This is an optimization exercise on Yosys and OpenROAD, whose aim is small area, not a production implementation. At most, simulation tests tie the RTL to the original design; equivalence was not proved. Function not checked in run 2: the RTL went through the layout flow alone.

## flow/design.v (module list and top-level ports; edited modules follow where they fit)
// module altitude_reflex_chip: 2559 lines
// module reflex_fa: 4 lines
// module reflex_ha: 4 lines
module altitude_reflex_chip (
    input wire clk,
    input wire rst_n,
    input wire signed [15:0] altitude_current,
    input wire signed [15:0] altitude_target,
    input wire signed [15:0] velocity_z,
    input wire signed [15:0] accel_z,
    input wire [7:0] compliance,
    input wire signed [15:0] pid_kp,
    input wire signed [15:0] pid_ki,
    input wire signed [15:0] pid_kd,
    output wire signed [15:0] thrust_output,
    output reg control_valid
);
  // ...
==> flow/flow/run.sh <==
#!/bin/bash
# The standard layout (the standard.sh) with these changes:
#  - synthesis is the standard synthesis (synth_recipe.tcl and ORFS's
#    synth.tcl, unchanged but for one line) with ABC's technology-mapping
#    script replaced by flow/abc_area_amap.script (area-oriented mapping);
#    registers, flattening and renaming are exactly as in the standard synthesis;
#  - every input and output port gets a sky130_fd_sc_hd__buf_1 buffer;
#  - the buffers that synthesis inserted are removed once at floorplan and
#    global placement is not timing driven (the design meets timing with margin);
#  - clock tree synthesis uses a clkbuf_8 root and clkbuf_4 buffers and inserts no dummy loads.
# Each tool's full output is in standard.log (and ORFS's own logs under orfs/logs).
set -o pipefail
HERE=$(pwd)
F=$HERE/flow
sed "s#\$::env(SCRIPTS_DIR)/abc_area.script#$F/abc_area_amap.script#" \
  "$FLOW_HOME/scripts/synth_preamble.tcl" > "$HERE/synth_preamble_amap.tcl"
sed "s#source \$::env(SCRIPTS_DIR)/synth_preamble.tcl#source $HERE/synth_preamble_amap.tcl#" \
  "$FLOW_HOME/scripts/synth.tcl" > "$HERE/synth_amap.tcl"
sed "s#source \$::env(SCRIPTS_DIR)/synth.tcl#source $HERE/synth_amap.tcl#" \
  "$HERE/synth_recipe.tcl" > "$HERE/synth_recipe_amap.tcl"
for f in synth_preamble_amap.tcl synth_amap.tcl synth_recipe_amap.tcl; do
  [ -s "$HERE/$f" ] || { echo "empty $f" > flow_error.log; exit 1; }
done
grep -q "abc_area_amap.script" "$HERE/synth_preamble_amap.tcl" || { echo "preamble edit failed" > flow_error.log; exit 1; }
grep -q "synth_preamble_amap.tcl" "$HERE/synth_amap.tcl" || { echo "synth edit failed" > flow_error.log; exit 1; }
grep -q "synth_amap.tcl" "$HERE/synth_recipe_amap.tcl" || { echo "synth_recipe edit failed" > flow_error.log; exit 1; }
export BUFFER_PORTS_ARGS="-buffer_cell sky130_fd_sc_hd__buf_1"
export CTS_ARGS="-sink_clustering_enable -repair_clock_nets -dont_use_dummy_load -root_buf sky130_fd_sc_hd__clkbuf_8 -buf_list {sky130_fd_sc_hd__clkbuf_4}"
bash standard.sh SYNTH_SCRIPT="$HERE/synth_recipe_amap.tcl" REMOVE_ABC_BUFFERS=1 GPL_TIMING_DRIVEN=0 > standard.log 2>&1
==> flow/flow/abc_area_amap.script <==
strash
dch -f
amap
topo
dnsize -c
==> flow/standard.sh <==
#!/bin/bash
# synth_recipe.tcl (not shown) runs the flow's synth.tcl, then flattens the netlist and writes it again
# the make line also repeats each setting of config.mk as NAME=value (left out here)
make -C /OpenROAD-flow-scripts/flow DESIGN_CONFIG=/design/flow/config.mk WORK_HOME=/design/flow/orfs CLKGATE_MAP_FILE= SYNTH_SCRIPT=/design/flow/synth_recipe.tcl "${@:-finish}"
==> flow/config.mk <==
export PLATFORM = sky130hd
export DESIGN_NAME = altitude_reflex_chip
export DESIGN_NICKNAME = altitude_reflex_chip
export VERILOG_FILES = /design/flow/design.v
export SDC_FILE = /design/flow/constraint.sdc
export NUM_CORES = 4
export LEC_CHECK = 0
export ABC_AREA = 1
export CAP_MARGIN = 20
export CORE_MARGIN = 2
export CORE_UTILIZATION = 40
export SLEW_MARGIN = 20
export SYNTH_HIERARCHICAL = 1
==> flow/constraint.sdc <==
create_clock -name core_clock -period 25.0 [get_ports {clk}]
set_input_delay 5.0000 -clock core_clock [delete_from_list [all_inputs] [get_ports {clk}]]
set_output_delay 5.0000 -clock core_clock [all_outputs]
set_load 0.01 [all_outputs]
==> results by group, run 1 <==
Hold path
  – Hold depth: 2
  – WHS Endpoint: derivative[4]
  – Worst Hold Launch: last_error[4]

Timing
  – Setup skew after layout: 0.0181 ns
  – Unrepaired setup endpoints after global routing: false
  – Final worst path period share: 0.953
  – Setup ws final: 1.16 ns
  – Max Fclk: 42.0 MHz

Worst setup path
  – CP endpoint: thrust[9]
  – CP Data Arrival Time: 24.09 ns
  – Worst r2r path cells: 51

Placed design
  – GP Congestion: 0.945
  – Post-placement setup slack: 0.176 ns
  – IO buf count: 128

CTS
  – CTS max path bufs: 2
  – CTS Buf Count: 9
  – CTS clk-pin slew, worst paths: 0.08 ns
  – CTS tree: done

GRT
  – Met1 Usage GRT: 0.378
  – Routing usage on met2: 0.462

Route
  – Drt first pass iters: 7
  – Met1 WL: 30,100 um
  – Post-route DRC: 0
  – Top sig layer: met4

Synthesis
  – Cell Area, Synth: 21,200 um^2
  – Adder-cell area share of the yosys netlist: 0.506
  – Synth cell count leaders: fa_1, o22ai_1, nand2_1, o21ai_0, clkinv_1
  – Synth unique cells: 46

Die
  – Row count: 84
  – Die height: 234 um

Cells and area
  – Register area: 1530 um^2
  – FFs & Latches: 61
  – Fraction of area in multi-input gates: 0.827
  – Final core occ: 0.436
  – Inverters: 218
  – Multi-input logic area: 19,000 um^2
  – Diodes inserted: 1

Run status
  – Outcome: no timing/DRC/antenna violations
==> run 2: changes to the inputs <==
--- a/flow/design.v
+++ b/flow/design.v
@@ -2030,533 +2030,491 @@
 wire s2011, c2012;
 reflex_fa us2011 (.a(n888), .b(n2004), .c(n549), .s(s2011), .co(c2012));
 wire s2013, c2014;
 reflex_fa us2013 (.a(c2006), .b(s2011), .c(c2008), .s(s2013), .co(c2014));
 wire n2015 = ~(n891 ^ n552);
 wire n2016 = n891 | n552;
 wire s2017, c2018;
 reflex_fa us2017 (.a(c2012), .b(n2015), .c(c2014), .s(s2017), .co(c2018));
-wire n2019 = n1406 & s1439;
-wire n2020 = c1476 & s1511;
-wire n2021 = s1587 & c1550;
-wire n2022 = s1667 & c1628;
-wire n2023 = s1749 & c1710;
-wire n2024 = s1821 & c1788;
-wire n2025 = s1881 & c1854;
-wire n2026 = s1929 & c1908;
-wire n2027 = s1967 & c1950;
-wire n2028 = s1981 & c1968;
-wire n2029 = s2001 & c1994;
-wire n2030 = s2013 & c2010;
-wire n2031 = n2016 & c2018;
-wire n2032 = n1406 ^ s1439;
-wire n2033 = c1476 ^ s1511;
-wire n2034 = s1587 ^ c1550;
-wire n2035 = s1667 ^ c1628;
-wire n2036 = s1749 ^ c1710;
-wire n2037 = s1821 ^ c1788;
-wire n2038 = s1881 ^ c1854;
-wire n2039 = s1929 ^ c1908;
-wire n2040 = s1967 ^ c1950;
-wire n2041 = s1981 ^ c1968;
-wire n2042 = s2001 ^ c1994;
-wire n2043 = s2013 ^ c2010;
-wire n2044 = n2016 ^ c2018;
-wire n2045 = s1475 & n2019;
-wire n2046 = s1475 & n2032;
-wire n2047 = s1549 & n2020;
-wire n2048 = s1549 & n2033;
-wire n2049 = s1627 & n2021;
-wire n2050 = s1627 & n2034;
-wire n2051 = s1709 & n2022;
-wire n2052 = s1709 & n2035;
-wire n2053 = s1787 & n2023;
-wire n2054 = s1787 & n2036;
-wire n2055 = s1853 & n2024;
-wire n2056 = s1853 & n2037;
-wire n2057 = s1907 & n2025;
-wire n2058 = s1907 & n2038;
-wire n2059 = s1949 & n2026;
-wire n2060 = s1949 & n2039;
-wire n2061 = n2041 & n2027;
-wire n2062 = n2028 | n2061;
-wire n2063 = n2041 & n2040;
-wire n2064 = n2042 & s1993;
-wire n2065 = n2043 & s2009;
-wire n2066 = n2044 & s2017;
-wire n2067 = n2048 & n2045;
-wire n2068 = n2047 | n2067;
-wire n2069 = n2048 & n2046;
-wire n2070 = n2052 & n2049;
-wire n2071 = n2051 | n2070;
-wire n2072 = n2052 & n2050;
-wire n2073 = n2056 & n2053;
-wire n2074 = n2055 | n2073;
-wire n2075 = n2056 & n2054;
-wire n2076 = n2060 & n2057;
-wire n2077 = n2059 | n2076;
-wire n2078 = n2060 & n2058;
-wire n2079 = n2064 & n2062;
-wire n2080 = n2029 | n2079;
-wire n2081 = n2064 & n2063;
-wire n2082 = n2066 & n2030;
-wire n2083 = n2031 | n2082;
-wire n2084 = n2066 & n2065;
-wire n2085 = n2072 & n2068;
-wire n2086 = n2071 | n2085;
-wire n2087 = n2072 & n2069;
-wire n2088 = n2078 & n2074;
-wire n2089 = n2077 | n2088;
-wire n2090 = n2078 & n2075;
-wire n2091 = n2084 & n2080;
-wire n2092 = n2083 | n2091;
-wire n2093 = n2084 & n2081;
-wire n2094 = n2090 & n2086;
-wire n2095 = n2089 | n2094;
-wire n2096 = n2090 & n2087;
-wire n2097 = n2093 & n2095;
-wire n2098 = n2092 | n2097;
-wire n2099 = n2093 & n2096;
-wire n2100 = n2075 & n2086;
-wire n2101 = n2074 | n2100;
-wire n2102 = n2075 & n2087;
-wire n2103 = n2081 & n2095;
-wire n2104 = n2080 | n2103;
-wire n2105 = n2081 & n2096;
-wire n2106 = n2050 & n2068;
-wire n2107 = n2049 | n2106;
-wire n2108 = n2050 & n2069;
-wire n2109 = n2054 & n2086;
-wire n2110 = n2053 | n2109;
-wire n2111 = n2054 & n2087;
-wire n2112 = n2058 & n2101;
-wire n2113 = n2057 | n2112;
-wire n2114 = n2058 & n2102;
-wire n2115 = n2063 & n2095;
-wire n2116 = n2062 | n2115;
-wire n2117 = n2063 & n2096;
-wire n2118 = n2065 & n2104;
-wire n2119 = n2030 | n2118;
-wire n2120 = n2065 & n2105;
-wire n2121 = n2033 & n2045;
-wire n2122 = n2020 | n2121;
-wire n2123 = n2033 & n2046;
-wire n2124 = n2034 & n2068;
-wire n2125 = n2021 | n2124;
-wire n2126 = n2034 & n2069;
-wire n2127 = n2035 & n2107;
-wire n2128 = n2022 | n2127;
-wire n2129 = n2035 & n2108;
-wire n2130 = n2036 & n2086;
-wire n2131 = n2023 | n2130;
-wire n2132 = n2036 & n2087;
-wire n2133 = n2037 & n2110;
-wire n2134 = n2024 | n2133;
-wire n2135 = n2037 & n2111;
-wire n2136 = n2038 & n2101;
-wire n2137 = n2025 | n2136;
-wire n2138 = n2038 & n2102;
-wire n2139 = n2039 & n2113;
-wire n2140 = n2026 | n2139;
-wire n2141 = n2039 & n2114;
-wire n2142 = n2040 & n2095;
-wire n2143 = n2027 | n2142;
-wire n2144 = n2040 & n2096;
-wire n2145 = s1993 & n2116;
-wire n2146 = s1993 & n2117;
-wire n2147 = s2009 & n2104;
-wire n2148 = s2009 & n2105;
-wire n2149 = s2017 & n2119;
-wire n2150 = s2017 & n2120;
-wire n2151 = s1475 ^ n2019;
-wire n2152 = n2033 ^ n2045;
-wire n2153 = s1549 ^ n2122;
-wire n2154 = n2034 ^ n2068;
-wire n2155 = s1627 ^ n2125;
-wire n2156 = n2035 ^ n2107;
-wire n2157 = s1709 ^ n2128;
-wire n2158 = n2036 ^ n2086;
-wire n2159 = s1787 ^ n2131;
-wire n2160 = n2037 ^ n2110;
-wire n2161 = s1853 ^ n2134;
-wire n2162 = n2038 ^ n2101;
-wire n2163 = s1907 ^ n2137;
-wire n2164 = n2039 ^ n2113;
-wire n2165 = s1949 ^ n2140;
-wire n2166 = n2040 ^ n2095;
-wire n2167 = n2041 ^ n2143;
-wire n2168 = s1993 ^ n2116;
-wire n2169 = n2042 ^ n2145;
-wire n2170 = s2009 ^ n2104;
-wire n2171 = n2043 ^ n2147;
-wire n2172 = s2017 ^ n2119;
-wire n2173 = n2044 ^ n2149;
-wire n2174 = ~n2098;
-wire [24:0] pid_sum = {n2174, n2173, n2172, n2171, n2170, n2169, n2168, n2167, n2166, n2165, n2164, n2163, n2162, n2161, n2160, n2159, n2158, n2157, n2156, n2155, n2154, n2153, n2152, n2151, n2032};
+wire s2019, c2020;
+reflex_ha us2019 (.a(n1406), .b(s1439), .s(s2019), .co(c2020));
+wire s2021, c2022;
+reflex_ha us2021 (.a(s1475), .b(c2020), .s(s2021), .co(c2022));
+wire s2023, c2024;
+reflex_fa us2023 (.a(c1476), .b(s1511), .c(c2022), .s(s2023), .co(c2024));
+wire s2025, c2026;
+reflex_ha us2025 (.a(s1549), .b(c2024), .s(s2025), .co(c2026));
+wire s2027, c2028;
+reflex_fa us2027 (.a(s1587), .b(c1550), .c(c2026), .s(s2027), .co(c2028));
+wire s2029, c2030;
+reflex_ha us2029 (.a(s1627), .b(c2028), .s(s2029), .co(c2030));
+wire s2031, c2032;
+reflex_fa us2031 (.a(s1667), .b(c1628), .c(c2030), .s(s2031), .co(c2032));
+wire s2033, c2034;
+reflex_ha us2033 (.a(s1709), .b(c2032), .s(s2033), .co(c2034));
+wire s2035, c2036;
+reflex_fa us2035 (.a(s1749), .b(c1710), .c(c2034), .s(s2035), .co(c2036));
+wire n2037 = s1821 & c1788;
+wire n2038 = s1881 & c1854;
+wire n2039 = s1929 & c1908;
+wire n2040 = s1967 & c1950;
+wire n2041 = s1981 & c1968;
+wire n2042 = s2001 & c1994;
+wire n2043 = s2013 & c2010;
+wire n2044 = n2016 & c2018;
+wire n2045 = s1821 ^ c1788;
+wire n2046 = s1881 ^ c1854;
+wire n2047 = s1929 ^ c1908;
+wire n2048 = s1967 ^ c1950;
+wire n2049 = s1981 ^ c1968;
+wire n2050 = s2001 ^ c1994;
+wire n2051 = s2013 ^ c2010;
+wire n2052 = n2016 ^ c2018;
+wire n2053 = s1787 & c2036;
+wire n2054 = n2045 & n2053;
+wire n2055 = n2037 | n2054;
+wire n2056 = n2045 & s1787;
+wire n2057 = n2046 & s1853;
+wire n2058 = n2047 & s1907;
+wire n2059 = n2048 & s1949;
+wire n2060 = s1993 & n2041;
+wire n2061 = s1993 & n2049;
+wire n2062 = s2009 & n2042;
+wire n2063 = s2009 & n2050;
+wire n2064 = s2017 & n2043;
+wire n2065 = s2017 & n2051;
+wire n2066 = n2057 & n2055;
+wire n2067 = n2038 | n2066;
+wire n2068 = n2057 & n2056;
+wire n2069 = n2059 & n2039;
+wire n2070 = n2040 | n2069;
+wire n2071 = n2059 & n2058;
+wire n2072 = n2063 & n2060;
+wire n2073 = n2062 | n2072;
+wire n2074 = n2063 & n2061;
+wire n2075 = n2052 & n2064;
+wire n2076 = n2044 | n2075;
+wire n2077 = n2052 & n2065;
+wire n2078 = n2071 & n2067;
+wire n2079 = n2070 | n2078;
+wire n2080 = n2071 & n2068;
+wire n2081 = n2077 & n2073;
+wire n2082 = n2076 | n2081;
+wire n2083 = n2077 & n2074;
+wire n2084 = n2083 & n2079;
+wire n2085 = n2082 | n2084;
+wire n2086 = n2083 & n2080;
+wire n2087 = n2074 & n2079;
+wire n2088 = n2073 | n2087;
+wire n2089 = n2074 & n2080;
+wire n2090 = n2058 & n2067;
+wire n2091 = n2039 | n2090;
+wire n2092 = n2058 & n2068;
+wire n2093 = n2061 & n2079;
+wire n2094 = n2060 | n2093;
+wire n2095 = n2061 & n2080;
+wire n2096 = n2065 & n2088;
+wire n2097 = n2064 | n2096;
+wire n2098 = n2065 & n2089;
+wire n2099 = s1853 & n2055;
+wire n2100 = s1853 & n2056;
+wire n2101 = s1907 & n2067;
+wire n2102 = s1907 & n2068;
+wire n2103 = s1949 & n2091;
+wire n2104 = s1949 & n2092;
+wire n2105 = n2049 & n2079;
+wire n2106 = n2041 | n2105;
+wire n2107 = n2049 & n2080;
+wire n2108 = n2050 & n2094;
+wire n2109 = n2042 | n2108;
+wire n2110 = n2050 & n2095;
+wire n2111 = n2051 & n2088;
+wire n2112 = n2043 | n2111;
+wire n2113 = n2051 & n2089;
+wire n2114 = n2052 & n2097;
+wire n2115 = n2044 | n2114;
+wire n2116 = n2052 & n2098;
+wire n2117 = s1787 ^ c2036;
+wire n2118 = n2045 ^ n2053;
+wire n2119 = s1853 ^ n2055;
+wire n2120 = n2046 ^ n2099;
+wire n2121 = s1907 ^ n2067;
+wire n2122 = n2047 ^ n2101;
+wire n2123 = s1949 ^ n2091;
+wire n2124 = n2048 ^ n2103;
+wire n2125 = n2049 ^ n2079;
+wire n2126 = s1993 ^ n2106;
+wire n2127 = n2050 ^ n2094;
+wire n2128 = s2009 ^ n2109;
+wire n2129 = n2051 ^ n2088;
+wire n2130 = s2017 ^ n2112;
+wire n2131 = n2052 ^ n2097;
+wire n2132 = ~n2115;
+wire [24:0] pid_sum = {n2132, n2131, n2130, n2129, n2128, n2127, n2126, n2125, n2124, n2123, n2122, n2121, n2120, n2119, n2118, n2117, s2035, s2033, s2031, s2029, s2027, s2025, s2023, s2021, s2019};
 wire pid_hi = ~pid_sum[24] & (pid_sum[23:0] > 24'd1000);
 wire pid_lo = pid_sum[24] & (pid_sum[23:0] < 24'hFFFC18);
 wire [10:0] pid_c = pid_hi ? 11'd1000 : pid_lo ? 11'h418 : pid_sum[10:0];
-wire n2175 = ~n142;
-wire n2176 = ~velocity_z[15];
-wire n2177 = ~accel_z[15];
+wire n2133 = ~n142;
+wire n2134 = ~velocity_z[15];
+wire n2135 = ~accel_z[15];
+wire s2136, c2137;
+reflex_fa us2136 (.a(accel_z[8]), .b(velocity_z[5]), .c(n129), .s(s2136), .co(c2137));
+wire s2138, c2139;
+reflex_fa us2138 (.a(accel_z[9]), .b(velocity_z[6]), .c(n130), .s(s2138), .co(c2139));
+wire s2140, c2141;
+reflex_fa us2140 (.a(accel_z[10]), .b(velocity_z[7]), .c(n131), .s(s2140), .co(c2141));
+wire s2142, c2143;
+reflex_fa us2142 (.a(accel_z[11]), .b(velocity_z[8]), .c(n132), .s(s2142), .co(c2143));
+wire s2144, c2145;
+reflex_fa us2144 (.a(accel_z[12]), .b(velocity_z[9]), .c(n133), .s(s2144), .co(c2145));
+wire s2146, c2147;
+reflex_fa us2146 (.a(accel_z[13]), .b(velocity_z[10]), .c(n134), .s(s2146), .co(c2147));
+wire s2148, c2149;
+reflex_fa us2148 (.a(accel_z[14]), .b(velocity_z[11]), .c(n135), .s(s2148), .co(c2149));
+wire n2150 = ~(velocity_z[12] ^ n2135);
+wire n2151 = velocity_z[12] | n2135;
+wire s2152, c2153;
+reflex_fa us2152 (.a(n2150), .b(n136), .c(c2149), .s(s2152), .co(c2153));
+wire n2154 = ~(velocity_z[13] ^ n2151);
+wire n2155 = velocity_z[13] | n2151;
+wire s2156, c2157;
+reflex_fa us2156 (.a(n2154), .b(n137), .c(c2153), .s(s2156), .co(c2157));
+wire n2158 = ~(velocity_z[14] ^ n2155);
+wire n2159 = velocity_z[14] | n2155;
+wire s2160, c2161;
+reflex_fa us2160 (.a(n138), .b(n2158), .c(c2157), .s(s2160), .co(c2161));
+wire s2162, c2163;
+reflex_fa us2162 (.a(n2134), .b(n139), .c(n2159), .s(s2162), .co(c2163));
+wire n2164 = ~(n140 ^ c2163);
+wire n2165 = n140 | c2163;
+wire n2166 = ~(n141 ^ n2165);
+wire n2167 = n141 | n2165;
+wire s2168, c2169;
+reflex_ha us2168 (.a(accel_z[7]), .b(velocity_z[4]), .s(s2168), .co(c2169));
+wire s2170, c2171;
+reflex_ha us2170 (.a(s2136), .b(c2169), .s(s2170), .co(c2171));
+wire s2172, c2173;
+reflex_fa us2172 (.a(c2137), .b(s2138), .c(c2171), .s(s2172), .co(c2173));
+wire s2174, c2175;
+reflex_fa us2174 (.a(c2139), .b(s2140), .c(c2173), .s(s2174), .co(c2175));
+wire s2176, c2177;
+reflex_fa us2176 (.a(c2141), .b(s2142), .c(c2175), .s(s2176), .co(c2177));
 wire s2178, c2179;
-reflex_fa us2178 (.a(accel_z[8]), .b(velocity_z[5]), .c(n129), .s(s2178), .co(c2179));
+reflex_fa us2178 (.a(c2143), .b(s2144), .c(c2177), .s(s2178), .co(c2179));
 wire s2180, c2181;
-reflex_fa us2180 (.a(accel_z[9]), .b(velocity_z[6]), .c(n130), .s(s2180), .co(c2181));
+reflex_fa us2180 (.a(c2145), .b(s2146), .c(c2179), .s(s2180), .co(c2181));
 wire s2182, c2183;
-reflex_fa us2182 (.a(accel_z[10]), .b(velocity_z[7]), .c(n131), .s(s2182), .co(c2183));
+reflex_fa us2182 (.a(s2148), .b(c2147), .c(c2181), .s(s2182), .co(c2183));
 wire s2184, c2185;
-reflex_fa us2184 (.a(accel_z[11]), .b(velocity_z[8]), .c(n132), .s(s2184), .co(c2185));
+reflex_ha us2184 (.a(s2152), .b(c2183), .s(s2184), .co(c2185));
 wire s2186, c2187;
-reflex_fa us2186 (.a(accel_z[12]), .b(velocity_z[9]), .c(n133), .s(s2186), .co(c2187));
+reflex_ha us2186 (.a(s2156), .b(c2185), .s(s2186), .co(c2187));
 wire s2188, c2189;
-reflex_fa us2188 (.a(accel_z[13]), .b(velocity_z[10]), .c(n134), .s(s2188), .co(c2189));
+reflex_ha us2188 (.a(s2160), .b(c2187), .s(s2188), .co(c2189));
 wire s2190, c2191;
-reflex_fa us2190 (.a(accel_z[14]), .b(velocity_z[11]), .c(n135), .s(s2190), .co(c2191));
-wire n2192 = ~(velocity_z[12] ^ n2177);
-wire n2193 = velocity_z[12] | n2177;
+reflex_fa us2190 (.a(s2162), .b(c2161), .c(c2189), .s(s2190), .co(c2191));
+wire s2192, c2193;
+reflex_ha us2192 (.a(n2164), .b(c2191), .s(s2192), .co(c2193));
 wire s2194, c2195;
-reflex_fa us2194 (.a(n2192), .b(n136), .c(c2191), .s(s2194), .co(c2195));
-wire n2196 = ~(velocity_z[13] ^ n2193);
-wire n2197 = velocity_z[13] | n2193;
-wire s2198, c2199;
-reflex_fa us2198 (.a(n2196), .b(n137), .c(c2195), .s(s2198), .co(c2199));
-wire n2200 = ~(velocity_z[14] ^ n2197);
-wire n2201 = velocity_z[14] | n2197;
-wire s2202, c2203;
-reflex_fa us2202 (.a(n138), .b(n2200), .c(c2199), .s(s2202), .co(c2203));
-wire s2204, c2205;
-reflex_fa us2204 (.a(n2176), .b(n139), .c(n2201), .s(s2204), .co(c2205));
-wire n2206 = ~(n140 ^ c2205);
-wire n2207 = n140 | c2205;
-wire n2208 = ~(n141 ^ n2207);
-wire n2209 = n141 | n2207;
-wire s2210, c2211;
-reflex_ha us2210 (.a(accel_z[7]), .b(velocity_z[4]), .s(s2210), .co(c2211));
-wire s2212, c2213;
-reflex_ha us2212 (.a(s2178), .b(c2211), .s(s2212), .co(c2213));
-wire s2214, c2215;
-reflex_fa us2214 (.a(c2179), .b(s2180), .c(c2213), .s(s2214), .co(c2215));
-wire s2216, c2217;
-reflex_fa us2216 (.a(c2181), .b(s2182), .c(c2215), .s(s2216), .co(c2217));
-wire s2218, c2219;
-reflex_fa us2218 (.a(c2183), .b(s2184), .c(c2217), .s(s2218), .co(c2219));
-wire s2220, c2221;
-reflex_fa us2220 (.a(c2185), .b(s2186), .c(c2219), .s(s2220), .co(c2221));
-wire s2222, c2223;
-reflex_fa us2222 (.a(c2187), .b(s2188), .c(c2221), .s(s2222), .co(c2223));
-wire s2224, c2225;
-reflex_fa us2224 (.a(s2190), .b(c2189), .c(c2223), .s(s2224), .co(c2225));
-wire s2226, c2227;
-reflex_ha us2226 (.a(s2194), .b(c2225), .s(s2226), .co(c2227));
-wire s2228, c2229;
-reflex_ha us2228 (.a(s2198), .b(c2227), .s(s2228), .co(c2229));
-wire s2230, c2231;
-reflex_ha us2230 (.a(s2202), .b(c2229), .s(s2230), .co(c2231));
-wire s2232, c2233;
-reflex_fa us2232 (.a(s2204), .b(c2203), .c(c2231), .s(s2232), .co(c2233));
-wire s2234, c2235;
-reflex_ha us2234 (.a(n2206), .b(c2233), .s(s2234), .co(c2235));
-wire s2236, c2237;
-reflex_ha us2236 (.a(n2208), .b(c2235), .s(s2236), .co(c2237));
-wire s2238, c2239;
-reflex_fa us2238 (.a(n2175), .b(n2209), .c(c2237), .s(s2238), .co(c2239));
-wire n2240 = ~c2239;
-wire [16:0] l1 = {n2240, s2238, s2236, s2234, s2232, s2230, s2228, s2226, s2224, s2222, s2220, s2218, s2216, s2214, s2212, s2210, accel_z[6]};
+reflex_ha us2194 (.a(n2166), .b(c2193), .s(s2194), .co(c2195));
+wire s2196, c2197;
+reflex_fa us2196 (.a(n2133), .b(n2167), .c(c2195), .s(s2196), .co(c2197));
+wire n2198 = ~c2197;
+wire [16:0] l1 = {n2198, s2196, s2194, s2192, s2190, s2188, s2186, s2184, s2182, s2180, s2178, s2176, s2174, s2172, s2170, s2168, accel_z[6]};
 wire l1_hi = ~l1[16] & (l1[15:0] > 16'd125);
 wire l1_lo = l1[16] & (l1[15:0] < 16'hFF83);
 wire [7:0] l1c = l1_hi ? 8'd125 : l1_lo ? 8'h83 : l1[7:0];
-wire n2241 = ~l1c[7];
-wire n2242 = ~l1c[7];
-wire n2243 = ~(l1c[5] ^ n2242);
-wire n2244 = l1c[5] | n2242;
-wire n2245 = ~(l1c[6] ^ n2244);
-wire n2246 = l1c[6] | n2244;
-wire s2247, c2248;
-reflex_ha us2247 (.a(l1c[0]), .b(l1c[2]), .s(s2247), .co(c2248));
-wire s2249, c2250;
-reflex_fa us2249 (.a(l1c[1]), .b(l1c[3]), .c(c2248), .s(s2249), .co(c2250));
-wire s2251, c2252;
-reflex_fa us2251 (.a(l1c[2]), .b(l1c[4]), .c(c2250), .s(s2251), .co(c2252));
-wire s2253, c2254;
-reflex_fa us2253 (.a(l1c[3]), .b(l1c[5]), .c(c2252), .s(s2253), .co(c2254));
-wire s2255, c2256;
-reflex_fa us2255 (.a(l1c[4]), .b(l1c[6]), .c(c2254), .s(s2255), .co(c2256));
-wire s2257, c2258;
-reflex_ha us2257 (.a(n2243), .b(c2256), .s(s2257), .co(c2258));
-wire s2259, c2260;
-reflex_ha us2259 (.a(n2245), .b(c2258), .s(s2259), .co(c2260));
-wire s2261, c2262;
-reflex_fa us2261 (.a(n2241), .b(n2246), .c(c2260), .s(s2261), .co(c2262));
-wire n2263 = ~c2262;
-wire n2264 = compliance[0] ? l1c[1] : pid_c[0];
-wire n2265 = compliance[0] ? s2247 : pid_c[1];
-wire n2266 = compliance[0] ? s2249 : pid_c[2];
-wire n2267 = compliance[0] ? s2251 : pid_c[3];
-wire n2268 = compliance[0] ? s2253 : pid_c[4];
-wire n2269 = compliance[0] ? s2255 : pid_c[5];
-wire n2270 = compliance[0] ? s2257 : pid_c[6];
-wire n2271 = compliance[0] ? s2259 : pid_c[7];
-wire n2272 = compliance[0] ? s2261 : pid_c[8];
-wire n2273 = compliance[0] ? n2263 : pid_c[9];
-wire n2274 = compliance[0] ? n2263 : pid_c[10];
-wire n2275 = ~n2274;
-wire n2276 = compliance[1] ? l1c[1] : pid_c[0];
-wire n2277 = compliance[1] ? s2247 : pid_c[1];
-wire n2278 = compliance[1] ? s2249 : pid_c[2];
-wire n2279 = compliance[1] ? s2251 : pid_c[3];
-wire n2280 = compliance[1] ? s2253 : pid_c[4];
-wire n2281 = compliance[1] ? s2255 : pid_c[5];
-wire n2282 = compliance[1] ? s2257 : pid_c[6];
-wire n2283 = compliance[1] ? s2259 : pid_c[7];
-wire n2284 = compliance[1] ? s2261 : pid_c[8];
-wire n2285 = compliance[1] ? n2263 : pid_c[9];
-wire n2286 = compliance[1] ? n2263 : pid_c[10];
-wire n2287 = ~n2286;
-wire n2288 = compliance[2] ? l1c[1] : pid_c[0];
-wire n2289 = compliance[2] ? s2247 : pid_c[1];
-wire n2290 = compliance[2] ? s2249 : pid_c[2];
-wire n2291 = compliance[2] ? s2251 : pid_c[3];
-wire n2292 = compliance[2] ? s2253 : pid_c[4];
-wire n2293 = compliance[2] ? s2255 : pid_c[5];
-wire n2294 = compliance[2] ? s2257 : pid_c[6];
-wire n2295 = compliance[2] ? s2259 : pid_c[7];
-wire n2296 = compliance[2] ? s2261 : pid_c[8];
-wire n2297 = compliance[2] ? n2263 : pid_c[9];
-wire n2298 = compliance[2] ? n2263 : pid_c[10];
-wire n2299 = ~n2298;
-wire n2300 = compliance[3] ? l1c[1] : pid_c[0];
-wire n2301 = compliance[3] ? s2247 : pid_c[1];
-wire n2302 = compliance[3] ? s2249 : pid_c[2];
-wire n2303 = compliance[3] ? s2251 : pid_c[3];
-wire n2304 = compliance[3] ? s2253 : pid_c[4];
-wire n2305 = compliance[3] ? s2255 : pid_c[5];
-wire n2306 = compliance[3] ? s2257 : pid_c[6];
-wire n2307 = compliance[3] ? s2259 : pid_c[7];
-wire n2308 = compliance[3] ? s2261 : pid_c[8];
-wire n2309 = compliance[3] ? n2263 : pid_c[9];
-wire n2310 = compliance[3] ? n2263 : pid_c[10];
-wire n2311 = ~n2310;
-wire n2312 = compliance[4] ? l1c[1] : pid_c[0];
-wire n2313 = compliance[4] ? s2247 : pid_c[1];
-wire n2314 = compliance[4] ? s2249 : pid_c[2];
-wire n2315 = compliance[4] ? s2251 : pid_c[3];
-wire n2316 = compliance[4] ? s2253 : pid_c[4];
-wire n2317 = compliance[4] ? s2255 : pid_c[5];
-wire n2318 = compliance[4] ? s2257 : pid_c[6];
-wire n2319 = compliance[4] ? s2259 : pid_c[7];
-wire n2320 = compliance[4] ? s2261 : pid_c[8];
-wire n2321 = compliance[4] ? n2263 : pid_c[9];
-wire n2322 = compliance[4] ? n2263 : pid_c[10];
-wire n2323 = ~n2322;
-wire n2324 = compliance[5] ? l1c[1] : pid_c[0];
-wire n2325 = compliance[5] ? s2247 : pid_c[1];
-wire n2326 = compliance[5] ? s2249 : pid_c[2];
-wire n2327 = compliance[5] ? s2251 : pid_c[3];
-wire n2328 = compliance[5] ? s2253 : pid_c[4];
-wire n2329 = compliance[5] ? s2255 : pid_c[5];
-wire n2330 = compliance[5] ? s2257 : pid_c[6];
-wire n2331 = compliance[5] ? s2259 : pid_c[7];
-wire n2332 = compliance[5] ? s2261 : pid_c[8];
-wire n2333 = compliance[5] ? n2263 : pid_c[9];
-wire n2334 = compliance[5] ? n2263 : pid_c[10];
-wire n2335 = ~n2334;
-wire n2336 = compliance[6] ? l1c[1] : pid_c[0];
-wire n2337 = compliance[6] ? s2247 : pid_c[1];
-wire n2338 = compliance[6] ? s2249 : pid_c[2];
-wire n2339 = compliance[6] ? s2251 : pid_c[3];
-wire n2340 = compliance[6] ? s2253 : pid_c[4];
-wire n2341 = compliance[6] ? s2255 : pid_c[5];
-wire n2342 = compliance[6] ? s2257 : pid_c[6];
-wire n2343 = compliance[6] ? s2259 : pid_c[7];
-wire n2344 = compliance[6] ? s2261 : pid_c[8];
-wire n2345 = compliance[6] ? n2263 : pid_c[9];
-wire n2346 = compliance[6] ? n2263 : pid_c[10];
-wire n2347 = ~n2346;
-wire n2348 = compliance[7] ? l1c[1] : pid_c[0];
-wire n2349 = compliance[7] ? s2247 : pid_c[1];
-wire n2350 = compliance[7] ? s2249 : pid_c[2];
-wire n2351 = compliance[7] ? s2251 : pid_c[3];
-wire n2352 = compliance[7] ? s2253 : pid_c[4];
-wire n2353 = compliance[7] ? s2255 : pid_c[5];
-wire n2354 = compliance[7] ? s2257 : pid_c[6];
-wire n2355 = compliance[7] ? s2259 : pid_c[7];
-wire n2356 = compliance[7] ? s2261 : pid_c[8];
-wire n2357 = compliance[7] ? n2263 : pid_c[9];
-wire n2358 = compliance[7] ? n2263 : pid_c[10];
-wire n2359 = ~n2358;
+wire n2199 = ~l1c[7];
+wire n2200 = ~l1c[7];
+wire n2201 = ~(l1c[5] ^ n2200);
+wire n2202 = l1c[5] | n2200;
+wire n2203 = ~(l1c[6] ^ n2202);
+wire n2204 = l1c[6] | n2202;
+wire s2205, c2206;
+reflex_ha us2205 (.a(l1c[0]), .b(l1c[2]), .s(s2205), .co(c2206));
+wire s2207, c2208;
+reflex_fa us2207 (.a(l1c[1]), .b(l1c[3]), .c(c2206), .s(s2207), .co(c2208));
+wire s2209, c2210;
+reflex_fa us2209 (.a(l1c[2]), .b(l1c[4]), .c(c2208), .s(s2209), .co(c2210));
+wire s2211, c2212;
+reflex_fa us2211 (.a(l1c[3]), .b(l1c[5]), .c(c2210), .s(s2211), .co(c2212));
+wire s2213, c2214;
+reflex_fa us2213 (.a(l1c[4]), .b(l1c[6]), .c(c2212), .s(s2213), .co(c2214));
+wire s2215, c2216;
+reflex_ha us2215 (.a(n2201), .b(c2214), .s(s2215), .co(c2216));
+wire s2217, c2218;
+reflex_ha us2217 (.a(n2203), .b(c2216), .s(s2217), .co(c2218));
+wire s2219, c2220;
+reflex_fa us2219 (.a(n2199), .b(n2204), .c(c2218), .s(s2219), .co(c2220));
+wire n2221 = ~c2220;
+wire n2222 = compliance[0] ? l1c[1] : pid_c[0];
+wire n2223 = compliance[0] ? s2205 : pid_c[1];
+wire n2224 = compliance[0] ? s2207 : pid_c[2];
+wire n2225 = compliance[0] ? s2209 : pid_c[3];
+wire n2226 = compliance[0] ? s2211 : pid_c[4];
+wire n2227 = compliance[0] ? s2213 : pid_c[5];
+wire n2228 = compliance[0] ? s2215 : pid_c[6];
+wire n2229 = compliance[0] ? s2217 : pid_c[7];
+wire n2230 = compliance[0] ? s2219 : pid_c[8];
+wire n2231 = compliance[0] ? n2221 : pid_c[9];
+wire n2232 = compliance[0] ? n2221 : pid_c[10];
+wire n2233 = ~n2232;
+wire n2234 = compliance[1] ? l1c[1] : pid_c[0];
+wire n2235 = compliance[1] ? s2205 : pid_c[1];
+wire n2236 = compliance[1] ? s2207 : pid_c[2];
+wire n2237 = compliance[1] ? s2209 : pid_c[3];
+wire n2238 = compliance[1] ? s2211 : pid_c[4];
+wire n2239 = compliance[1] ? s2213 : pid_c[5];
+wire n2240 = compliance[1] ? s2215 : pid_c[6];
+wire n2241 = compliance[1] ? s2217 : pid_c[7];
+wire n2242 = compliance[1] ? s2219 : pid_c[8];
+wire n2243 = compliance[1] ? n2221 : pid_c[9];
+wire n2244 = compliance[1] ? n2221 : pid_c[10];
+wire n2245 = ~n2244;
+wire n2246 = compliance[2] ? l1c[1] : pid_c[0];
+wire n2247 = compliance[2] ? s2205 : pid_c[1];
+wire n2248 = compliance[2] ? s2207 : pid_c[2];
+wire n2249 = compliance[2] ? s2209 : pid_c[3];
+wire n2250 = compliance[2] ? s2211 : pid_c[4];
+wire n2251 = compliance[2] ? s2213 : pid_c[5];
+wire n2252 = compliance[2] ? s2215 : pid_c[6];
+wire n2253 = compliance[2] ? s2217 : pid_c[7];
+wire n2254 = compliance[2] ? s2219 : pid_c[8];
+wire n2255 = compliance[2] ? n2221 : pid_c[9];
+wire n2256 = compliance[2] ? n2221 : pid_c[10];
+wire n2257 = ~n2256;
+wire n2258 = compliance[3] ? l1c[1] : pid_c[0];
+wire n2259 = compliance[3] ? s2205 : pid_c[1];
+wire n2260 = compliance[3] ? s2207 : pid_c[2];
+wire n2261 = compliance[3] ? s2209 : pid_c[3];
+wire n2262 = compliance[3] ? s2211 : pid_c[4];
+wire n2263 = compliance[3] ? s2213 : pid_c[5];
+wire n2264 = compliance[3] ? s2215 : pid_c[6];
+wire n2265 = compliance[3] ? s2217 : pid_c[7];
+wire n2266 = compliance[3] ? s2219 : pid_c[8];
+wire n2267 = compliance[3] ? n2221 : pid_c[9];
+wire n2268 = compliance[3] ? n2221 : pid_c[10];
+wire n2269 = ~n2268;
+wire n2270 = compliance[4] ? l1c[1] : pid_c[0];
+wire n2271 = compliance[4] ? s2205 : pid_c[1];
+wire n2272 = compliance[4] ? s2207 : pid_c[2];
+wire n2273 = compliance[4] ? s2209 : pid_c[3];
+wire n2274 = compliance[4] ? s2211 : pid_c[4];
+wire n2275 = compliance[4] ? s2213 : pid_c[5];
+wire n2276 = compliance[4] ? s2215 : pid_c[6];
+wire n2277 = compliance[4] ? s2217 : pid_c[7];
+wire n2278 = compliance[4] ? s2219 : pid_c[8];
+wire n2279 = compliance[4] ? n2221 : pid_c[9];
+wire n2280 = compliance[4] ? n2221 : pid_c[10];
+wire n2281 = ~n2280;
+wire n2282 = compliance[5] ? l1c[1] : pid_c[0];
+wire n2283 = compliance[5] ? s2205 : pid_c[1];
+wire n2284 = compliance[5] ? s2207 : pid_c[2];
+wire n2285 = compliance[5] ? s2209 : pid_c[3];
+wire n2286 = compliance[5] ? s2211 : pid_c[4];
+wire n2287 = compliance[5] ? s2213 : pid_c[5];
+wire n2288 = compliance[5] ? s2215 : pid_c[6];
+wire n2289 = compliance[5] ? s2217 : pid_c[7];
+wire n2290 = compliance[5] ? s2219 : pid_c[8];
+wire n2291 = compliance[5] ? n2221 : pid_c[9];
+wire n2292 = compliance[5] ? n2221 : pid_c[10];
+wire n2293 = ~n2292;
+wire n2294 = compliance[6] ? l1c[1] : pid_c[0];
+wire n2295 = compliance[6] ? s2205 : pid_c[1];
+wire n2296 = compliance[6] ? s2207 : pid_c[2];
+wire n2297 = compliance[6] ? s2209 : pid_c[3];
+wire n2298 = compliance[6] ? s2211 : pid_c[4];
+wire n2299 = compliance[6] ? s2213 : pid_c[5];
+wire n2300 = compliance[6] ? s2215 : pid_c[6];
+wire n2301 = compliance[6] ? s2217 : pid_c[7];
+wire n2302 = compliance[6] ? s2219 : pid_c[8];
+wire n2303 = compliance[6] ? n2221 : pid_c[9];
+wire n2304 = compliance[6] ? n2221 : pid_c[10];
+wire n2305 = ~n2304;
+wire n2306 = compliance[7] ? l1c[1] : pid_c[0];
+wire n2307 = compliance[7] ? s2205 : pid_c[1];
+wire n2308 = compliance[7] ? s2207 : pid_c[2];
+wire n2309 = compliance[7] ? s2209 : pid_c[3];
+wire n2310 = compliance[7] ? s2211 : pid_c[4];
+wire n2311 = compliance[7] ? s2213 : pid_c[5];
+wire n2312 = compliance[7] ? s2215 : pid_c[6];
+wire n2313 = compliance[7] ? s2217 : pid_c[7];
+wire n2314 = compliance[7] ? s2219 : pid_c[8];
+wire n2315 = compliance[7] ? n2221 : pid_c[9];
+wire n2316 = compliance[7] ? n2221 : pid_c[10];
+wire n2317 = ~n2316;
+wire s2318, c2319;
+reflex_fa us2318 (.a(n2224), .b(n2235), .c(n2246), .s(s2318), .co(c2319));
+wire s2320, c2321;
+reflex_fa us2320 (.a(n2225), .b(n2236), .c(n2247), .s(s2320), .co(c2321));
+wire s2322, c2323;
+reflex_fa us2322 (.a(n2258), .b(c2319), .c(s2320), .s(s2322), .co(c2323));
+wire s2324, c2325;
+reflex_fa us2324 (.a(n2226), .b(n2237), .c(n2248), .s(s2324), .co(c2325));
+wire s2326, c2327;
+reflex_fa us2326 (.a(n2259), .b(n2270), .c(c2321), .s(s2326), .co(c2327));
+wire s2328, c2329;
+reflex_fa us2328 (.a(s2324), .b(c2323), .c(s2326), .s(s2328), .co(c2329));
+wire s2330, c2331;
+reflex_fa us2330 (.a(n2227), .b(n2238), .c(n2249), .s(s2330), .co(c2331));
+wire s2332, c2333;
+reflex_fa us2332 (.a(n2260), .b(n2271), .c(n2282), .s(s2332), .co(c2333));
+wire s2334, c2335;
+reflex_fa us2334 (.a(c2325), .b(s2330), .c(s2332), .s(s2334), .co(c2335));
+wire s2336, c2337;
+reflex_fa us2336 (.a(c2327), .b(s2334), .c(c2329), .s(s2336), .co(c2337));
+wire s2338, c2339;
+reflex_fa us2338 (.a(n2228), .b(n2239), .c(n2250), .s(s2338), .co(c2339));
+wire s2340, c2341;
+reflex_fa us2340 (.a(n2261), .b(n2272), .c(n2283), .s(s2340), .co(c2341));
+wire s2342, c2343;
+reflex_fa us2342 (.a(n2294), .b(c2331), .c(c2333), .s(s2342), .co(c2343));
+wire s2344, c2345;
+reflex_fa us2344 (.a(s2338), .b(s2340), .c(c2335), .s(s2344), .co(c2345));
+wire s2346, c2347;
+reflex_fa us2346 (.a(s2342), .b(s2344), .c(c2337), .s(s2346), .co(c2347));
+wire s2348, c2349;
+reflex_fa us2348 (.a(n2229), .b(n2240), .c(n2251), .s(s2348), .co(c2349));
+wire s2350, c2351;
+reflex_fa us2350 (.a(n2262), .b(n2273), .c(n2284), .s(s2350), .co(c2351));
+wire s2352, c2353;
+reflex_fa us2352 (.a(n2295), .b(n2306), .c(c2339), .s(s2352), .co(c2353));
+wire s2354, c2355;
+reflex_fa us2354 (.a(c2341), .b(s2348), .c(s2350), .s(s2354), .co(c2355));
+wire s2356, c2357;
+reflex_fa us2356 (.a(c2343), .b(s2352), .c(s2354), .s(s2356), .co(c2357));
+wire s2358, c2359;
+reflex_fa us2358 (.a(c2345), .b(s2356), .c(c2347), .s(s2358), .co(c2359));
 wire s2360, c2361;
-reflex_fa us2360 (.a(n2266), .b(n2277), .c(n2288), .s(s2360), .co(c2361));
+reflex_fa us2360 (.a(n2230), .b(n2241), .c(n2252), .s(s2360), .co(c2361));
 wire s2362, c2363;
-reflex_fa us2362 (.a(n2267), .b(n2278), .c(n2289), .s(s2362), .co(c2363));
+reflex_fa us2362 (.a(n2263), .b(n2274), .c(n2285), .s(s2362), .co(c2363));
 wire s2364, c2365;
-reflex_fa us2364 (.a(n2300), .b(c2361), .c(s2362), .s(s2364), .co(c2365));
+reflex_fa us2364 (.a(n2296), .b(n2307), .c(c2349), .s(s2364), .co(c2365));
 wire s2366, c2367;
-reflex_fa us2366 (.a(n2268), .b(n2279), .c(n2290), .s(s2366), .co(c2367));
+reflex_fa us2366 (.a(c2351), .b(s2360), .c(s2362), .s(s2366), .co(c2367));
 wire s2368, c2369;
-reflex_fa us2368 (.a(n2301), .b(n2312), .c(c2363), .s(s2368), .co(c2369));
+reflex_fa us2368 (.a(c2353), .b(c2355), .c(s2364), .s(s2368), .co(c2369));
 wire s2370, c2371;
-reflex_fa us2370 (.a(s2366), .b(c2365), .c(s2368), .s(s2370), .co(c2371));
+reflex_fa us2370 (.a(s2366), .b(c2357), .c(s2368), .s(s2370), .co(c2371));
 wire s2372, c2373;
-reflex_fa us2372 (.a(n2269), .b(n2280), .c(n2291), .s(s2372), .co(c2373));
+reflex_fa us2372 (.a(n2231), .b(n2242), .c(n2253), .s(s2372), .co(c2373));
 wire s2374, c2375;
-reflex_fa us2374 (.a(n2302), .b(n2313), .c(n2324), .s(s2374), .co(c2375));
+reflex_fa us2374 (.a(n2264), .b(n2275), .c(n2286), .s(s2374), .co(c2375));
 wire s2376, c2377;
-reflex_fa us2376 (.a(c2367), .b(s2372), .c(s2374), .s(s2376), .co(c2377));
+reflex_fa us2376 (.a(n2297), .b(n2308), .c(c2361), .s(s2376), .co(c2377));
 wire s2378, c2379;
-reflex_fa us2378 (.a(c2369), .b(s2376), .c(c2371), .s(s2378), .co(c2379));
+reflex_fa us2378 (.a(c2363), .b(s2372), .c(s2374), .s(s2378), .co(c2379));
 wire s2380, c2381;
-reflex_fa us2380 (.a(n2270), .b(n2281), .c(n2292), .s(s2380), .co(c2381));
+reflex_fa us2380 (.a(c2365), .b(c2367), .c(s2376), .s(s2380), .co(c2381));
 wire s2382, c2383;
-reflex_fa us2382 (.a(n2303), .b(n2314), .c(n2325), .s(s2382), .co(c2383));
-wire s2384, c2385;
-reflex_fa us2384 (.a(n2336), .b(c2373), .c(c2375), .s(s2384), .co(c2385));
+reflex_fa us2382 (.a(s2378), .b(c2369), .c(s2380), .s(s2382), .co(c2383));
+wire n2384 = ~(n2243 ^ n2254);
+wire n2385 = n2243 | n2254;
 wire s2386, c2387;
-reflex_fa us2386 (.a(s2380), .b(s2382), .c(c2377), .s(s2386), .co(c2387));
+reflex_fa us2386 (.a(n2265), .b(n2276), .c(n2287), .s(s2386), .co(c2387));
 wire s2388, c2389;
-reflex_fa us2388 (.a(s2384), .b(s2386), .c(c2379), .s(s2388), .co(c2389));
+reflex_fa us2388 (.a(n2298), .b(n2309), .c(n2233), .s(s2388), .co(c2389));
 wire s2390, c2391;
-reflex_fa us2390 (.a(n2271), .b(n2282), .c(n2293), .s(s2390), .co(c2391));
+reflex_fa us2390 (.a(c2373), .b(c2375), .c(n2384), .s(s2390), .co(c2391));
 wire s2392, c2393;
-reflex_fa us2392 (.a(n2304), .b(n2315), .c(n2326), .s(s2392), .co(c2393));
+reflex_fa us2392 (.a(s2386), .b(s2388), .c(c2377), .s(s2392), .co(c2393));
 wire s2394, c2395;
-reflex_fa us2394 (.a(n2337), .b(n2348), .c(c2381), .s(s2394), .co(c2395));
+reflex_fa us2394 (.a(c2379), .b(s2390), .c(c2381), .s(s2394), .co(c2395));
 wire s2396, c2397;
-reflex_fa us2396 (.a(c2383), .b(s2390), .c(s2392), .s(s2396), .co(c2397));
+reflex_fa us2396 (.a(s2392), .b(s2394), .c(c2383), .s(s2396), .co(c2397));
 wire s2398, c2399;
-reflex_fa us2398 (.a(c2385), .b(s2394), .c(s2396), .s(s2398), .co(c2399));
+reflex_fa us2398 (.a(n2255), .b(n2266), .c(n2277), .s(s2398), .co(c2399));
 wire s2400, c2401;
-reflex_fa us2400 (.a(c2387), .b(s2398), .c(c2389), .s(s2400), .co(c2401));
+reflex_fa us2400 (.a(n2288), .b(n2299), .c(n2310), .s(s2400), .co(c2401));
 wire s2402, c2403;
-reflex_fa us2402 (.a(n2272), .b(n2283), .c(n2294), .s(s2402), .co(c2403));
+reflex_fa us2402 (.a(n2245), .b(c2387), .c(n2385), .s(s2402), .co(c2403));
 wire s2404, c2405;
-reflex_fa us2404 (.a(n2305), .b(n2316), .c(n2327), .s(s2404), .co(c2405));
+reflex_fa us2404 (.a(s2398), .b(s2400), .c(c2389), .s(s2404), .co(c2405));
 wire s2406, c2407;
-reflex_fa us2406 (.a(n2338), .b(n2349), .c(c2391), .s(s2406), .co(c2407));
+reflex_fa us2406 (.a(c2391), .b(s2402), .c(s2404), .s(s2406), .co(c2407));
 wire s2408, c2409;
-reflex_fa us2408 (.a(c2393), .b(s2402), .c(s2404), .s(s2408), .co(c2409));
+reflex_fa us2408 (.a(c2393), .b(s2406), .c(c2395), .s(s2408), .co(c2409));
 wire s2410, c2411;
-reflex_fa us2410 (.a(c2395), .b(c2397), .c(s2406), .s(s2410), .co(c2411));
+reflex_fa us2410 (.a(n2267), .b(n2278), .c(n2289), .s(s2410), .co(c2411));
 wire s2412, c2413;
-reflex_fa us2412 (.a(s2408), .b(c2399), .c(s2410), .s(s2412), .co(c2413));
+reflex_fa us2412 (.a(n2300), .b(n2311), .c(n2257), .s(s2412), .co(c2413));
 wire s2414, c2415;
-reflex_fa us2414 (.a(n2273), .b(n2284), .c(n2295), .s(s2414), .co(c2415));
+reflex_fa us2414 (.a(c2399), .b(c2401), .c(s2410), .s(s2414), .co(c2415));
 wire s2416, c2417;
-reflex_fa us2416 (.a(n2306), .b(n2317), .c(n2328), .s(s2416), .co(c2417));
+reflex_fa us2416 (.a(s2412), .b(c2403), .c(s2414), .s(s2416), .co(c2417));
 wire s2418, c2419;
-reflex_fa us2418 (.a(n2339), .b(n2350), .c(c2403), .s(s2418), .co(c2419));
+reflex_fa us2418 (.a(c2405), .b(s2416), .c(c2407), .s(s2418), .co(c2419));
 wire s2420, c2421;
-reflex_fa us2420 (.a(c2405), .b(s2414), .c(s2416), .s(s2420), .co(c2421));
+reflex_fa us2420 (.a(n2279), .b(n2290), .c(n2301), .s(s2420), .co(c2421));
 wire s2422, c2423;
-reflex_fa us2422 (.a(c2407), .b(c2409), .c(s2418), .s(s2422), .co(c2423));
+reflex_fa us2422 (.a(n2312), .b(n2269), .c(c2411), .s(s2422), .co(c2423));
 wire s2424, c2425;
-reflex_fa us2424 (.a(s2420), .b(c2411), .c(s2422), .s(s2424), .co(c2425));
-wire n2426 = ~(n2285 ^ n2296);
-wire n2427 = n2285 | n2296;
+reflex_fa us2424 (.a(s2420), .b(c2413), .c(c2415), .s(s2424), .co(c2425));
+wire s2426, c2427;
+reflex_fa us2426 (.a(s2422), .b(c2417), .c(s2424), .s(s2426), .co(c2427));
 wire s2428, c2429;
-reflex_fa us2428 (.a(n2307), .b(n2318), .c(n2329), .s(s2428), .co(c2429));
+reflex_fa us2428 (.a(n2291), .b(n2302), .c(n2313), .s(s2428), .co(c2429));
 wire s2430, c2431;
-reflex_fa us2430 (.a(n2340), .b(n2351), .c(n2275), .s(s2430), .co(c2431));
+reflex_fa us2430 (.a(n2281), .b(c2421), .c(s2428), .s(s2430), .co(c2431));
 wire s2432, c2433;
-reflex_fa us2432 (.a(c2415), .b(c2417), .c(n2426), .s(s2432), .co(c2433));
+reflex_fa us2432 (.a(c2423), .b(s2430), .c(c2425), .s(s2432), .co(c2433));
 wire s2434, c2435;
-reflex_fa us2434 (.a(s2428), .b(s2430), .c(c2419), .s(s2434), .co(c2435));
+reflex_fa us2434 (.a(n2303), .b(n2314), .c(n2293), .s(s2434), .co(c2435));
 wire s2436, c2437;
-reflex_fa us2436 (.a(c2421), .b(s2432), .c(c2423), .s(s2436), .co(c2437));
+reflex_fa us2436 (.a(c2429), .b(s2434), .c(c2431), .s(s2436), .co(c2437));
 wire s2438, c2439;
-reflex_fa us2438 (.a(s2434), .b(s2436), .c(c2425), .s(s2438), .co(c2439));
-wire s2440, c2441;
-reflex_fa us2440 (.a(n2297), .b(n2308), .c(n2319), .s(s2440), .co(c2441));
-wire s2442, c2443;
-reflex_fa us2442 (.a(n2330), .b(n2341), .c(n2352), .s(s2442), .co(c2443));
-wire s2444, c2445;
-reflex_fa us2444 (.a(n2287), .b(c2429), .c(n2427), .s(s2444), .co(c2445));
-wire s2446, c2447;
-reflex_fa us2446 (.a(s2440), .b(s2442), .c(c2431), .s(s2446), .co(c2447));
+reflex_fa us2438 (.a(n2315), .b(n2305), .c(c2435), .s(s2438), .co(c2439));
+wire n2440 = n2223 & n2234;
+wire n2441 = n2223 | n2234;
+wire n2442 = s2318 & n2440;
+wire n2443 = s2322 & n2442;
+wire n2444 = s2328 & n2443;
+wire n2445 = s2336 & n2444;
+wire n2446 = s2346 & n2445;
+wire n2447 = s2358 & n2446;
 wire s2448, c2449;
-reflex_fa us2448 (.a(c2433), .b(s2444), .c(s2446), .s(s2448), .co(c2449));
+reflex_fa us2448 (.a(s2370), .b(c2359), .c(n2447), .s(s2448), .co(c2449));
 wire s2450, c2451;
-reflex_fa us2450 (.a(c2435), .b(s2448), .c(c2437), .s(s2450), .co(c2451));
+reflex_fa us2450 (.a(c2371), .b(s2382), .c(c2449), .s(s2450), .co(c2451));
 wire s2452, c2453;
-reflex_fa us2452 (.a(n2309), .b(n2320), .c(n2331), .s(s2452), .co(c2453));
+reflex_ha us2452 (.a(s2396), .b(c2451), .s(s2452), .co(c2453));
 wire s2454, c2455;
-reflex_fa us2454 (.a(n2342), .b(n2353), .c(n2299), .s(s2454), .co(c2455));
+reflex_fa us2454 (.a(c2397), .b(s2408), .c(c2453), .s(s2454), .co(c2455));
 wire s2456, c2457;
-reflex_fa us2456 (.a(c2441), .b(c2443), .c(s2452), .s(s2456), .co(c2457));
+reflex_fa us2456 (.a(s2418), .b(c2409), .c(c2455), .s(s2456), .co(c2457));
 wire s2458, c2459;
-reflex_fa us2458 (.a(s2454), .b(c2445), .c(s2456), .s(s2458), .co(c2459));
+reflex_fa us2458 (.a(s2426), .b(c2419), .c(c2457), .s(s2458), .co(c2459));
 wire s2460, c2461;
-reflex_fa us2460 (.a(c2447), .b(s2458), .c(c2449), .s(s2460), .co(c2461));
+reflex_fa us2460 (.a(s2432), .b(c2427), .c(c2459), .s(s2460), .co(c2461));
 wire s2462, c2463;
-reflex_fa us2462 (.a(n2321), .b(n2332), .c(n2343), .s(s2462), .co(c2463));
+reflex_fa us2462 (.a(s2436), .b(c2433), .c(c2461), .s(s2462), .co(c2463));
 wire s2464, c2465;
-reflex_fa us2464 (.a(n2354), .b(n2311), .c(c2453), .s(s2464), .co(c2465));
+reflex_fa us2464 (.a(s2438), .b(c2437), .c(c2463), .s(s2464), .co(c2465));
 wire s2466, c2467;
-reflex_fa us2466 (.a(s2462), .b(c2455), .c(c2457), .s(s2466), .co(c2467));
-wire s2468, c2469;
-reflex_fa us2468 (.a(s2464), .b(c2459), .c(s2466), .s(s2468), .co(c2469));
-wire s2470, c2471;
-reflex_fa us2470 (.a(n2333), .b(n2344), .c(n2355), .s(s2470), .co(c2471));
-wire s2472, c2473;
-reflex_fa us2472 (.a(n2323), .b(c2463), .c(s2470), .s(s2472), .co(c2473));
-wire s2474, c2475;
-reflex_fa us2474 (.a(c2465), .b(s2472), .c(c2467), .s(s2474), .co(c2475));
-wire s2476, c2477;
-reflex_fa us2476 (.a(n2345), .b(n2356), .c(n2335), .s(s2476), .co(c2477));
-wire s2478, c2479;
-reflex_fa us2478 (.a(c2471), .b(s2476), .c(c2473), .s(s2478), .co(c2479));
-wire s2480, c2481;
-reflex_fa us2480 (.a(n2357), .b(n2347), .c(c2477), .s(s2480), .co(c2481));
-wire n2482 = n2265 & n2276;
-wire n2483 = n2265 | n2276;
-wire n2484 = s2360 & n2482;
-wire n2485 = s2364 & n2484;
-wire n2486 = s2370 & n2485;
-wire n2487 = s2378 & n2486;
-wire n2488 = s2388 & n2487;
-wire n2489 = s2400 & n2488;
-wire s2490, c2491;
-reflex_fa us2490 (.a(s2412), .b(c2401), .c(n2489), .s(s2490), .co(c2491));
-wire s2492, c2493;
-reflex_fa us2492 (.a(c2413), .b(s2424), .c(c2491), .s(s2492), .co(c2493));
-wire s2494, c2495;
-reflex_ha us2494 (.a(s2438), .b(c2493), .s(s2494), .co(c2495));
-wire s2496, c2497;
-reflex_fa us2496 (.a(c2439), .b(s2450), .c(c2495), .s(s2496), .co(c2497));
-wire s2498, c2499;
-reflex_fa us2498 (.a(s2460), .b(c2451), .c(c2497), .s(s2498), .co(c2499));
-wire s2500, c2501;
-reflex_fa us2500 (.a(s2468), .b(c2461), .c(c2499), .s(s2500), .co(c2501));
-wire s2502, c2503;
-reflex_fa us2502 (.a(s2474), .b(c2469), .c(c2501), .s(s2502), .co(c2503));
-wire s2504, c2505;
-reflex_fa us2504 (.a(s2478), .b(c2475), .c(c2503), .s(s2504), .co(c2505));
-wire s2506, c2507;
-reflex_fa us2506 (.a(s2480), .b(c2479), .c(c2505), .s(s2506), .co(c2507));
-wire s2508, c2509;
-reflex_fa us2508 (.a(n2359), .b(c2481), .c(c2507), .s(s2508), .co(c2509));
-wire n2510 = ~c2509;
+reflex_fa us2466 (.a(n2317), .b(c2439), .c(c2465), .s(s2466), .co(c2467));
+wire n2468 = ~c2467;
 always @(posedge clk or negedge rst_n) begin
     if (!rst_n) begin
         integral <= 17'd0;
         last_error <= 16'd0;
         derivative <= 16'd0;
     end else begin
         integral <= {n257, n256, n255, n253, n251, n249, n247, n245, n243, n241, n239, n237, n235, n233, n231, n229, n227};
         derivative <= {n190, s187, s185, s183, s181, s179, s177, s175, s173, s171, s169, s167, s165, s163, s161, n159};
         last_error <= {n142, n141, n140, n139, n138, n137, n136, n135, n134, n133, n132, n131, n130, n129, n128, n127};
     end
 end
 always @(posedge clk or negedge rst_n) begin
     if (!rst_n) begin
         thrust <= 11'd0;
         control_valid <= 1'b0;
     end else begin
-        thrust <= {n2510, s2508, s2506, s2504, s2502, s2500, s2498, s2496, s2494, s2492, s2490};
+        thrust <= {n2468, s2466, s2464, s2462, s2460, s2458, s2456, s2454, s2452, s2450, s2448};
         control_valid <= 1'b1;
     end
 end
 assign thrust_output = {{5{thrust[10]}}, thrust};
 endmodule
 module reflex_fa (input wire a, input wire b, input wire c, output wire s, output wire co);
 assign s = a ^ b ^ c;
 assign co = (a & b) | (a & c) | (b & c);
==> flow/flow/run.sh (replaced) <==
#!/bin/bash
# The standard layout (the standard.sh) with these changes:
#  - synthesis is the standard synthesis (synth_recipe.tcl and ORFS's
#    synth.tcl, unchanged but for one line) with ABC's technology-mapping
#    script replaced by flow/abc_area_amap.script (area-oriented mapping);
#    registers, flattening and renaming are exactly as in the standard synthesis;
#  - every input and output port gets a sky130_fd_sc_hd__buf_1 buffer;
#  - the buffers that synthesis inserted are removed once at floorplan and
#    global placement is not timing driven (the design meets timing with margin);
#  - clock tree synthesis uses clkbuf_4/clkbuf_8 and inserts no dummy loads.
# Each tool's full output is in standard.log (and ORFS's own logs under orfs/logs).
set -o pipefail
HERE=$(pwd)
F=$HERE/flow
sed "s#\$::env(SCRIPTS_DIR)/abc_area.script#$F/abc_area_amap.script#" \
  "$FLOW_HOME/scripts/synth_preamble.tcl" > "$HERE/synth_preamble_amap.tcl"
sed "s#source \$::env(SCRIPTS_DIR)/synth_preamble.tcl#source $HERE/synth_preamble_amap.tcl#" \
  "$FLOW_HOME/scripts/synth.tcl" > "$HERE/synth_amap.tcl"
sed "s#source \$::env(SCRIPTS_DIR)/synth.tcl#source $HERE/synth_amap.tcl#" \
  "$HERE/synth_recipe.tcl" > "$HERE/synth_recipe_amap.tcl"
for f in synth_preamble_amap.tcl synth_amap.tcl synth_recipe_amap.tcl; do
  [ -s "$HERE/$f" ] || { echo "empty $f" > flow_error.log; exit 1; }
done
grep -q "abc_area_amap.script" "$HERE/synth_preamble_amap.tcl" || { echo "preamble edit failed" > flow_error.log; exit 1; }
grep -q "synth_preamble_amap.tcl" "$HERE/synth_amap.tcl" || { echo "synth edit failed" > flow_error.log; exit 1; }
grep -q "synth_amap.tcl" "$HERE/synth_recipe_amap.tcl" || { echo "synth_recipe edit failed" > flow_error.log; exit 1; }
export BUFFER_PORTS_ARGS="-buffer_cell sky130_fd_sc_hd__buf_1"
export CTS_ARGS="-sink_clustering_enable -repair_clock_nets -dont_use_dummy_load -buf_list {sky130_fd_sc_hd__clkbuf_4 sky130_fd_sc_hd__clkbuf_8}"
bash standard.sh SYNTH_SCRIPT="$HERE/synth_recipe_amap.tcl" REMOVE_ABC_BUFFERS=1 GPL_TIMING_DRIVEN=0 > standard.log 2>&1
==> results by group, run 2 <==
Worst setup path
  – Slowest cell on crit path: nor3_2
  – Worst r2r path cells: 53 (+3.9%)
  – Crit. End Element: register
  – CP Data Arrival Time: 24.40 ns (+0.31 ns)
  – Kind of critical path: input pin to register
  – Worst path max stage delay: 0.63 ns
  – Crit Reg-Reg Startpoint: derivative[0]
  – CP endpoint: thrust[9]
  – Worst EP required: 25.28 ns
  – FF-to-FF End: thrust[9]

Die
  – I/O pin cnt: 139
  – Row count: 84 (unchanged)
  – Die Area: 54,600 um^2
  – Die height: 234 um (-0.33%)

Placed design
  – IO buf count: 128 (unchanged)
  – Post-DP HPWL: 59,000 um
  – GP Congestion: 0.950 (+0.53%)

CTS
  – CTS max path bufs: 2 (unchanged)
  – # hold bufs at CTS: 0
  – CTS Buf Count: 9 (unchanged)
  – CTS clk-pin slew, worst paths: 0.07 ns (about the same)
  – Clock sink count: 61
  – Clock latency on the worst-skew pair: 0.44 ns
  – CTS tree: done

Timing
  – Max Fclk: 41.5 MHz (-1.2%)
  – Max-slew violations: 0
  – Setup skew after layout: 0.0422 ns (+0.0241 ns)
  – Final worst path period share: 0.965 (+0.0113)
  – Worst relative slew slack: 0.257
  – Setup Total Neg Slack: 0 ns
  – Hold_ws: 0.565 ns
  – Count of final setup violators: 0

Cells and area
  – Share of layout cells above drive strength 1: 0.0327
  – Multi-input logic area: 18,900 um^2 (-0.42%)
  – Top Registers: integral (17), derivative (16), last_error (16)
  – Register area: 1530 um^2 (unchanged)
  – Most frequent cells in the layout: fa_1, o22ai_1, nand2_1
  – Max FFs per register: 17
  – Largest register by flop count: integral
  – Final net count: 3,257
  – Filler Cells Inserted: 5,159

Route
  – DR WL/cell: 23.6 um
  – Drt first pass iters: 7 (unchanged)
  – Vias per Instance: 6.22
  – Met2 Wirelength: 35,000 um
  – Met1 WL: 31,100 um (+3.1%)
  – Top sig layer: met4
  – Post-route DRC: 0 (unchanged)
  – Drt first-iter violations: 2,226
  – Metal3 WL: 6740 um

Run status
  – Outcome: no timing/DRC/antenna violations

Flow run
  – Max-Cap Viols: 0

Synthesis
  – Synth area leaders: fa_1, o22ai_1, o21ai_0, dfrtp_1, nand2_1
  – Top cell type's share of synthesized area: 0.461
  – Post-synth EDFFs: 0
  – Yosys warning count: 7
  – FFs w/ async S/R, synth: 1.00
  – Synth cell count leaders: fa_1, o22ai_1, nand2_1, o21ai_0, clkinv_1
  – Most frequent cell after synthesis: fa_1
  – Top_reg_cell synth: dfrtp_1
  – Synth unique cells: 42 (-8.7%)
  – Yosys reg bits: 61
  – Cell Area, Synth: 21,100 um^2 (-0.68%)

GRT
  – First-pass GRT wire length: 118,000 um
  – GR Overflow Total: 0
  – Largest net degree at the start of global routing: 39
  – Vias in the first global route: 20,100
  – Initial antenna violation count: 1

Hold path
  – Hold crit path type: register to register
[run 2: changes by cell type after synthesis, moves of 3 or more]
cell	delta
nor2_1	-4
a31oi_1	-4
o22a_1	+6
a21oi_1	-5
clkinv_1	-9
or3_1	-3
[run 2: logic make-up after synthesis]
group                      Yosys count  share of synthesized area
DFF                                 61                     0.0724
buffers and inverters              215                     0.0392
and+or+nand+nor                    603                      0.112
adders and majority gates          567                      0.509
other                                1                   0.000178
AOI/OAI and AO/OA                  968                      0.267
[run 2: cell type report]
cell class,instances,area share
Sequential cell,61,0.0666
Inverter,209,0.0370
Timing Repair Buffer,144,0.0289
Multi-Input combinational cell,2139,0.824
Timing Repair inverter,4,0.000873
Clock buffer,9,0.00540
Tap cell,688,0.0376
Antenna cell,1,0.000109
[run 2: how the worst min path moves through the flow]
stage / start / end / slack, ns / cells after the start
after floorplan: last_error[0] / derivative[0] / 0.52 / 2
after global placement: last_error[0] / derivative[0] / 0.55 / 2
after detailed placement: last_error[0] / derivative[0] / 0.56 / 2
after CTS: last_error[0] / derivative[0] / 0.57 / 2
after global routing: last_error[0] / derivative[0] / 0.60 / 2
final: last_error[0] / derivative[0] / 0.56 / 2
[run 2: what timing repair did]
| item | in CTS | in global routing |
|---|---|---|
| endpoints found under the setup margin | 3 | 4 |
| buffers inserted | 0 | 3 |
| gates resized for setup | 5 | 32 |
| pin swaps | 0 | 1 |
| gates cloned | 0 | 4 |
[run 2: critical path, delay by kind of cell]
kind	cells	cell delay, ns
adder cells (fa/ha/maj)	34	13.13
AO/OA/AOI/OAI	13	2.94
buffers and inverters	4	1.39
AND/OR/NAND/NOR	6	1.90
[run 2: per-layer routing]
| metal | track usage | vias up |
|---|---|---|
| met3 | 0.0448 | 180 |
| met4 | 0.135 | 0 |
| li1 | - | 9066 |
| met1 | 0.392 | 9911 |
| met5 | 0 | - |
| met2 | 0.451 | 1073 |
[run 2: per-module statistics from Yosys (local to each module, per instance)]
module	cells inside	cell area, um^2	flops+latches
reflex_ha	1	12.5	0
altitude_reflex_chip	1913	11300	61
reflex_fa	1	20.0	0
[run 2: metrics by stage]
step                worst slack, ns  cell area [um^2]  instances  utilization
finish                        0.883             22900       3255        0.438
global route                -0.0318             22900       3255        0.438
CTS                          0.0224             22800       3247        0.435
detailed placement            -1.22             22600       3238        0.432
global placement              -2.87             22400       3225        0.428
floorplan                      2.07             21000       2409            -

[port drivers added, routing unchanged]
How much do the figures lean on ideal ports? The routed layouts below were timed once more, with nothing changed but the port constraints. Step 1 assumes that a clkbuf_16 drives the clock port and a buf_2 every other input. Step 2 moves the port delays by t, midway between the first and last clock arrival at a register: inputs arrive t later, outputs are due t later. That takes back most of the time a late clock gives input paths. Three values: no drivers, after step 1, after step 2; two values: the first two.
run	t, ns	setup slack, ns	worst data-port slew with drivers (ns)
run 1	0.439	1.164 / 1.193 / 0.755	0.09
run 2	0.465	0.883 / 0.906 / 0.441	0.07
After both steps every run listed still meets setup and hold. The setup slack of run 2, which loses most, moves by +0.023 ns with the drivers and by -0.442 ns with both steps.
